Context: an optimization exercise on an open-source flow, tuned for small area. The choices shown serve that exercise and are no tape-out recipe.
Where RTL was checked, it was by simulation tests only, not by an equivalence proof against the original.
The clock port is modelled as an ideal driver, which makes a skipped or thinned clock tree look cheaper than it is; a real chip needs a root buffer or a tree.
No activity file was given, so power comes from the tool's default toggle rates.

// top
module top(
	input wire sys_clk,
	input wire sys_rst_n,
	input wire tim_psel,
	input wire tim_pwrite,
	input wire tim_penable,
	input wire [11:0]tim_paddr,
	input wire [31:0]tim_pwdata,
	input wire dbg_mode,
	input wire [3:0] tim_pstrb,
	output reg [31:0]tim_prdata,
	output wire tim_pready,
	output wire tim_pslverr,
	output wire tim_int
);
For scale: ~880 cells after synthesis, about 150 flip-flops.
clock: 5.0 ns
lec_check: 0
cap_margin: 0
core_margin: 2
core_utilization: 60
slew_margin: 0
standard.sh (not shown) runs the stock make flow with config.mk's settings and CLKGATE_MAP_FILE= SYNTH_SCRIPT=/design/flow/synth_recipe.tcl, a recipe that flattens the netlist after the stock synthesis.
==> flow/flow/run.sh <==
#!/bin/bash
# Own layout flow: the standard flow (standard.sh), with three changes:
#  - synthesis maps logic with an area-oriented ABC script (flow/area.abc);
#    every other synthesis step is the standard synthesis, unchanged;
#  - input/output ports are buffered with sky130_fd_sc_hd__buf_1;
#  - CTS does not insert dummy loads and uses the buffer list below.
set -euo pipefail
W=$(pwd)
# standard synthesis script with only the abc script swapped
sed "s#log_cmd abc {\*}\$abc_args#log_cmd abc -script $W/flow/area.abc {*}[lrange \$abc_args 2 end]#" \
  "$FLOW_HOME/scripts/synth.tcl" > "$W/synth_core.tcl"
grep -q "flow/area.abc" "$W/synth_core.tcl"
sed "s#\$::env(SCRIPTS_DIR)/synth.tcl#$W/synth_core.tcl#" "$W/synth_recipe.tcl" > "$W/own_synth.tcl"
grep -q "synth_core.tcl" "$W/own_synth.tcl"
CTS="-sink_clustering_enable -repair_clock_nets -dont_use_dummy_load"
CTS="$CTS -buf_list sky130_fd_sc_hd__clkbuf_4 -root_buf sky130_fd_sc_hd__clkbuf_16"
bash standard.sh "SYNTH_SCRIPT=$W/own_synth.tcl" \
  "BUFFER_PORTS_ARGS=-buffer_cell sky130_fd_sc_hd__buf_1" \
  "CTS_ARGS=$CTS" finish > "$W/standard_sh.log" 2>&1
==> flow/flow/area.abc <==
&get -n
&st
&dc2
&dch -f
&nf -R 1000
&put
strash
&get -n
&dch -f
&nf -R 1000
&put
Then changed:
--- a/flow/flow/run.sh
+++ b/flow/flow/run.sh
@@ -16 +16 @@
-CTS="$CTS -buf_list sky130_fd_sc_hd__clkbuf_4 -root_buf sky130_fd_sc_hd__clkbuf_16"
+CTS="$CTS -buf_list sky130_fd_sc_hd__clkbuf_8 -root_buf sky130_fd_sc_hd__clkbuf_8 -sink_clustering_size 30 -sink_clustering_max_diameter 80"
--- a/flow/config.mk
+++ b/flow/config.mk
@@ -10 +10 @@
-export CORE_UTILIZATION = 60
+export CORE_UTILIZATION = 40
Effect:
- The changed run finished with timing, DRC and antenna clean
- total power climbs by 7.4%
- routed wire length climbs by 4.5%
- utilization decreases by 23 points
- cell count rose by about 8%
- cell area rose by about 2.2%
- via count drops by 4.1%
- sequential share of layout area is lower by 0.90 points
- clock power climbs by 26%
- maximum frequency goes up by about 4%
- die area grows by about 50%
- global-route usage came out lower by 11 points
Then changed:
--- a/flow/config.mk
+++ b/flow/config.mk
@@ -10 +10 @@
-export CORE_UTILIZATION = 40
+export CORE_UTILIZATION = 60
The new run finished clean; total power shrinks by 0.58%; wire length shrinks by 4.4%; worst setup slack gets worse by 0.14 ns; cell count shrinks by 7.4%; design area shrinks by 1.2%; sequential power hardly moves; hold slack gets better by 0.0064 ns; die area shrinks by 33%; core utilization grows by 23 points; clock power shrinks by about 2%; global-route usage grows by 11 points.
Then changed:
--- a/flow/flow/area.abc
+++ b/flow/flow/area.abc
@@ -3 +2,0 @@
-&dc2
--- a/flow/config.mk
+++ b/flow/config.mk
@@ -8 +8 @@
-export CAP_MARGIN = 0
+export CAP_MARGIN = 20
@@ -10,2 +10,2 @@
-export CORE_UTILIZATION = 60
-export SLEW_MARGIN = 0
+export CORE_UTILIZATION = 40
+export SLEW_MARGIN = 20
Sequential power decreases by a few percent.
Combinational power decreases by well over a third.
First-iteration DRC count decreases by well over a third.
Design area increases by a few percent.
Via count decreases by a little under a tenth.
Global-route usage decreases by 12 points.
Synthesized area increases slightly.

---

Another version of the RTL of top (not shown whole).
Size in the first run: about 750 cells after synthesis, about 150 flip-flops, about 89 I/O pins, ~7700 sq um of cells after synthesis.
==> flow/config.mk <==
export PLATFORM = sky130hd
export DESIGN_NAME = top
export DESIGN_NICKNAME = top
export VERILOG_FILES = /design/flow/design.v
export SDC_FILE = /design/flow/constraint.sdc
export NUM_CORES = 4
export LEC_CHECK = 0
export CAP_MARGIN = 0
export CORE_MARGIN = 2
export CORE_UTILIZATION = 60
export SLEW_MARGIN = 0
==> flow/constraint.sdc <==
create_clock -name core_clock -period 5.0 [get_ports {sys_clk}]
set_input_delay 1.0000 -clock core_clock [delete_from_list [all_inputs] [get_ports {sys_clk}]]
set_output_delay 1.0000 -clock core_clock [all_outputs]
set_load 0.01 [all_outputs]
==> flow/flow/run.sh <==
#!/bin/bash
# Own layout flow: the standard flow (standard.sh), with three changes:
#  - synthesis maps logic with an area-oriented ABC script (flow/area.abc);
#    every other synthesis step is the standard synthesis, unchanged;
#  - input/output ports are buffered with sky130_fd_sc_hd__buf_1;
#  - the clock tree is built by flow/pre_cts.tcl (a root buffer and a grid of
#    leaf buffers over the flip-flops) in place of TritonCTS.
# Every tool's output stays in ORFS's per-step logs (orfs/logs/...); make's
# own output goes to standard_sh.log.
set -euo pipefail
W=$(pwd)
# standard synthesis script with only the abc script swapped
sed "s#log_cmd abc {\*}\$abc_args#log_cmd abc -script $W/flow/area.abc {*}[lrange \$abc_args 2 end]#" \
  "$FLOW_HOME/scripts/synth.tcl" > "$W/synth_core.tcl"
grep -q "flow/area.abc" "$W/synth_core.tcl"
sed "s#\$::env(SCRIPTS_DIR)/synth.tcl#$W/synth_core.tcl#" "$W/synth_recipe.tcl" > "$W/own_synth.tcl"
grep -q "synth_core.tcl" "$W/own_synth.tcl"
bash standard.sh "SYNTH_SCRIPT=$W/own_synth.tcl" \
  "BUFFER_PORTS_ARGS=-buffer_cell sky130_fd_sc_hd__buf_1" \
  "PRE_CTS_TCL=$W/flow/pre_cts.tcl" finish > "$W/standard_sh.log" 2>&1
==> flow/flow/area.abc <==
&get -n
&st
&dc2
&dch -f
&nf -R 1000
&put
strash
&get -n
&dch -f
&nf -R 1000
&put
strash
&get -n
&dch -f
&nf -R 1000
&put
strash
&get -n
&dch -f
&nf -R 1000
&put
==> flow/flow/pre_cts.tcl <==
# Manual clock tree, sourced by ORFS's CTS step before clock_tree_synthesis.
# The clock port drives one root clock buffer at the centre of the flip-flops;
# the root drives MCTS_NX x MCTS_NY leaf clock buffers, each at the centre of a
# group of flip-flops made by splitting the flip-flops into MCTS_NX equal
# columns by x, then each column into MCTS_NY equal groups by y.
# TritonCTS is then skipped; the rest of the CTS step (placement legalisation,
# timing repair) runs as usual.
set mcts_buf [expr {[info exists ::env(MCTS_BUF)] ? $::env(MCTS_BUF) : "sky130_fd_sc_hd__clkbuf_16"}]
set mcts_nx  [expr {[info exists ::env(MCTS_NX)] ? $::env(MCTS_NX) : 3}]
set mcts_ny  [expr {[info exists ::env(MCTS_NY)] ? $::env(MCTS_NY) : 2}]
set mcts_root [expr {[info exists ::env(MCTS_ROOT)] ? $::env(MCTS_ROOT) : "sky130_fd_sc_hd__clkbuf_8"}]
set db [ord::get_db]
set block [ord::get_db_block]
set clk_net [$block findNet sys_clk]
set master [$db findMaster $mcts_buf]
set sinks {}
foreach it [$clk_net getITerms] {
  set inst [$it getInst]
  set box [$inst getBBox]
  set x [expr {([$box xMin] + [$box xMax]) / 2}]
  set y [expr {([$box yMin] + [$box yMax]) / 2}]
  lappend sinks [list $it $x $y]
}
puts "manual CTS: [llength $sinks] sinks, $mcts_nx x $mcts_ny leaf buffers $mcts_buf"
proc mcts_split {items idx n} {
  set items [lsort -integer -index $idx $items]
  set len [llength $items]
  set parts {}
  for {set i 0} {$i < $n} {incr i} {
    set a [expr {$i * $len / $n}]
    set b [expr {($i + 1) * $len / $n - 1}]
    lappend parts [lrange $items $a $b]
  }
  return $parts
}
set groups {}
foreach col [mcts_split $sinks 1 $mcts_nx] {
  foreach g [mcts_split $col 2 $mcts_ny] { lappend groups $g }
}
set drv_net $clk_net
if {$mcts_root ne ""} {
  set rmaster [$db findMaster $mcts_root]
  set rinst [odb::dbInst_create $block $rmaster "clkbuf_root"]
  set drv_net [odb::dbNet_create $block "clknet_root"]
  $drv_net setSigType CLOCK
  [$rinst findITerm A] connect $clk_net
  [$rinst findITerm X] connect $drv_net
  set sx 0; set sy 0
  foreach s $sinks { set sx [expr {$sx + [lindex $s 1]}]; set sy [expr {$sy + [lindex $s 2]}] }
  set rx [expr {$sx / [llength $sinks]}]
  set ry [expr {$sy / [llength $sinks]}]
  $rinst setLocation [expr {$rx - [$rmaster getWidth] / 2}] [expr {$ry - [$rmaster getHeight] / 2}]
  $rinst setPlacementStatus PLACED
}
set k 0
foreach g $groups {
  set sx 0; set sy 0
  foreach s $g { set sx [expr {$sx + [lindex $s 1]}]; set sy [expr {$sy + [lindex $s 2]}] }
  set cx [expr {$sx / [llength $g]}]
  set cy [expr {$sy / [llength $g]}]
  set inst [odb::dbInst_create $block $master "clkbuf_leaf_$k"]
  set net [odb::dbNet_create $block "clknet_leaf_$k"]
  $net setSigType CLOCK
  [$inst findITerm A] connect $drv_net
  [$inst findITerm X] connect $net
  foreach s $g {
    set it [lindex $s 0]
    $it disconnect
    $it connect $net
  }
  $inst setLocation [expr {$cx - [$master getWidth] / 2}] [expr {$cy - [$master getHeight] / 2}]
  $inst setPlacementStatus PLACED
  puts "manual CTS: clkbuf_leaf_$k drives [llength $g] sinks at ($cx, $cy)"
  incr k
}
set_propagated_clock [all_clocks]
proc clock_tree_synthesis {args} { puts "manual CTS: TritonCTS skipped" }
==> next run, changes <==
--- a/flow/flow/run.sh
+++ b/flow/flow/run.sh
@@ -7,4 +7,2 @@
 #    leaf buffers over the flip-flops) in place of TritonCTS.
-# Every tool's output stays in ORFS's per-step logs (orfs/logs/...); make's
-# own output goes to standard_sh.log.
 set -euo pipefail
@@ -17,4 +15,6 @@
 grep -q "synth_core.tcl" "$W/own_synth.tcl"
+CTS="-sink_clustering_enable -repair_clock_nets -dont_use_dummy_load"
+CTS="$CTS -buf_list sky130_fd_sc_hd__clkbuf_8 -root_buf sky130_fd_sc_hd__clkbuf_8 -sink_clustering_size 30 -sink_clustering_max_diameter 80"
 bash standard.sh "SYNTH_SCRIPT=$W/own_synth.tcl" \
   "BUFFER_PORTS_ARGS=-buffer_cell sky130_fd_sc_hd__buf_1" \
-  "PRE_CTS_TCL=$W/flow/pre_cts.tcl" finish > "$W/standard_sh.log" 2>&1
+  "CTS_ARGS=$CTS" "PRE_CTS_TCL=$W/flow/pre_cts.tcl" finish > "$W/standard_sh.log" 2>&1
==> flow/flow/area.abc (replaced) <==
&get -n
&st
&dc2
&dch -f
&nf -R 1000
&put
strash
&get -n
&dch -f
&nf -R 1000
&put
Effect: The new run passed the timing, DRC and antenna checks. Cell count grows slightly. Die area barely changes. Final area stays flat. Register-to-register slack gets worse by 210 ps.
==> next run, changes <==
==> flow/flow/area.abc (replaced) <==
&get -n
&st
&dc2
&dch -f
&nf -R 1000
&put
strash
&get -n
&dch -f
&nf -R 1000
&put
strash
&get -n
&dch -f
&nf -R 1000
&put
strash
&get -n
&dch -f
&nf -R 1000
&put
Utilization shrinks by 0.15 points.
Global-route usage climbs by 1.6 points.
Flip-flop and latch count is unchanged.
Combinational power is about the same.
Worst hold slack is about the same.
No run of this note takes its clock network from TritonCTS; it comes from the design's own scripts or RTL.

---

top, a different RTL version from the one above (not shown whole).
For scale: ~880 cells after synthesis, ~150 flip-flops, ~89 I/O pins, roughly 8100 um2 of cells after synthesis.
==> flow/config.mk <==
export PLATFORM = sky130hd
export DESIGN_NAME = top
export DESIGN_NICKNAME = top
export VERILOG_FILES = /design/flow/design.v
export SDC_FILE = /design/flow/constraint.sdc
export NUM_CORES = 4
export LEC_CHECK = 0
export CAP_MARGIN = 20
export CORE_MARGIN = 2
export CORE_UTILIZATION = 40
export SLEW_MARGIN = 20
==> flow/constraint.sdc <==
create_clock -name core_clock -period 5.0 [get_ports {sys_clk}]
set_input_delay 1.0000 -clock core_clock [delete_from_list [all_inputs] [get_ports {sys_clk}]]
set_output_delay 1.0000 -clock core_clock [all_outputs]
set_load 0.01 [all_outputs]
==> flow/flow/run.sh <==
#!/bin/bash
# Own layout flow: the standard flow (standard.sh), with three changes:
#  - synthesis maps logic with an area-oriented ABC script (flow/area.abc);
#    every other synthesis step is the standard synthesis, unchanged;
#  - input/output ports are buffered with sky130_fd_sc_hd__buf_1;
#  - CTS does not insert dummy loads and uses the buffer list below.
set -euo pipefail
W=$(pwd)
# standard synthesis script with only the abc script swapped
sed "s#log_cmd abc {\*}\$abc_args#log_cmd abc -script $W/flow/area.abc {*}[lrange \$abc_args 2 end]#" \
  "$FLOW_HOME/scripts/synth.tcl" > "$W/synth_core.tcl"
grep -q "flow/area.abc" "$W/synth_core.tcl"
sed "s#\$::env(SCRIPTS_DIR)/synth.tcl#$W/synth_core.tcl#" "$W/synth_recipe.tcl" > "$W/own_synth.tcl"
grep -q "synth_core.tcl" "$W/own_synth.tcl"
CTS="-sink_clustering_enable -repair_clock_nets -dont_use_dummy_load"
CTS="$CTS -buf_list sky130_fd_sc_hd__clkbuf_8 -root_buf sky130_fd_sc_hd__clkbuf_8 -sink_clustering_size 30 -sink_clustering_max_diameter 80"
bash standard.sh "SYNTH_SCRIPT=$W/own_synth.tcl" \
  "BUFFER_PORTS_ARGS=-buffer_cell sky130_fd_sc_hd__buf_1" \
  "CTS_ARGS=$CTS" finish > "$W/standard_sh.log" 2>&1
==> flow/flow/area.abc <==
&get -n
&st
&dch -f
&nf -R 1000
&put
The starting point ran to the end with no violations.
Next try:
--- a/flow/flow/run.sh
+++ b/flow/flow/run.sh
@@ -16 +16 @@
-CTS="$CTS -buf_list sky130_fd_sc_hd__clkbuf_8 -root_buf sky130_fd_sc_hd__clkbuf_8 -sink_clustering_size 30 -sink_clustering_max_diameter 80"
+CTS="$CTS ${OWN_CTS_EXTRA:-}"
=> Routed wire length climbs by about 1.7%; worst setup slack is better by 0.047 ns; via count stays flat; sequential share of layout area drops by 0.82 points; fmax climbs by 1.1%; combinational power is about the same; register-to-register slack is better by 0.05 ns; cell area climbs by about 2%; clock skew drops by 0.0057 ns; synthesized cell count is unchanged.
Next try:
--- a/flow/flow/run.sh
+++ b/flow/flow/run.sh
@@ -16 +16 @@
-CTS="$CTS ${OWN_CTS_EXTRA:-}"
+CTS="$CTS -buf_list sky130_fd_sc_hd__clkbuf_4 -root_buf sky130_fd_sc_hd__clkbuf_8 -sink_clustering_size 20"
Effect: The changed run completed with no timing, DRC or antenna violations; die area is unchanged; total power decreases by about 20%; final area decreases by about 3%; worst setup slack degrades by 0.016 ns; worst hold slack improves by 0.0054 ns; area after synthesis stays the same; clock power decreases by about 47%; sequential share of layout area increases by 1.3 points; utilization decreases by 1.5 points; final cell count is unchanged; non-clock buffer count does not change.
Next try:
==> flow/run.sh (new file) <==
#!/bin/bash
# synth_recipe.tcl (not shown) runs the flow's synth.tcl, then flattens the netlist and writes it again
# the make line also repeats each setting of config.mk as NAME=value (left out here)
make -C /OpenROAD-flow-scripts/flow DESIGN_CONFIG=/design/flow/config.mk WORK_HOME=/design/flow/orfs CLKGATE_MAP_FILE= SYNTH_SCRIPT=/design/flow/synth_recipe.tcl finish
CORE_UTILIZATION = 60   (was 40)
CTS_BUF_LIST = sky130_fd_sc_hd__clkbuf_4 sky130_fd_sc_hd__clkbuf_8   (was default)
removed: flow/flow/run.sh
removed: flow/flow/area.abc
removed: flow/standard.sh
=> The new run passed the timing, DRC and antenna checks. Worst hold slack is better by 0.0062 ns. Wire length is lower by a few percent. Fmax barely changes. Non-clock buffer count grows by 6. Total power came out higher by about a fifth. Global-route usage came out higher by 8.7 points. Critical path depth drops by 10. Clock-buffer cell count grows by 2.
Function was not checked in any run of this note: the RTL went through the layout flow alone.

==> what the ideal ports hide <==
In the flow no input, the clock included, has a driving cell. The finished layouts below were timed again as built, in two steps.
Step 1: set_driving_cell puts a clkbuf_16 on sys_clk and a buf_2 on each other input, an assumption about the parent block.
Step 2 moves the port delays by t, midway between the first and last clock arrival at a register: inputs arrive t later, outputs are due t later. That takes back most of the time a late clock gives input paths.
a / b / c = ideal / step 1 / step 2; a / b = the first two.
run	t, ns	setup WS [ns]	clock arrival spread, ns	worst data-port slew with drivers (ns)
the first run of note 1	0.418	0.504 / 0.504 / 0.504	0.035 / 0.036	0.03
the second run of note 1	0.499	0.685 / 0.685 / 0.510	0.024 / 0.024	0.03
the third run of note 1	0.481	0.544 / 0.544 / 0.526	0.020 / 0.020	0.03
the fourth run of note 1	0.486	0.467 / 0.467 / 0.259	0.026 / 0.026	0.04
the first run of note 2	0.451	0.602 / 0.577 / 0.577	0.017 / 0.016	0.04
the second run of note 2	0.452	0.638 / 0.638 / 0.554	0.013 / 0.013	0.04
the third run of note 2	0.451	0.602 / 0.577 / 0.577	0.017 / 0.016	0.04
the first run of note 3	0.484	0.484 / 0.484 / 0.393	0.018 / 0.017	0.03
the second run of note 3	0.465	0.531 / 0.531 / 0.389	0.012 / 0.012	0.03
the third run of note 3	0.477	0.516 / 0.516 / 0.392	0.027 / 0.027	0.03
the fourth run of note 3	0.488	0.505 / 0.481 / 0.258	0.011 / 0.012	0.04
After both steps every run listed still meets setup and hold. For the fourth run of note 3, which loses most, drivers alone change the setup slack by -0.024 ns; drivers and shift together by -0.247 ns.
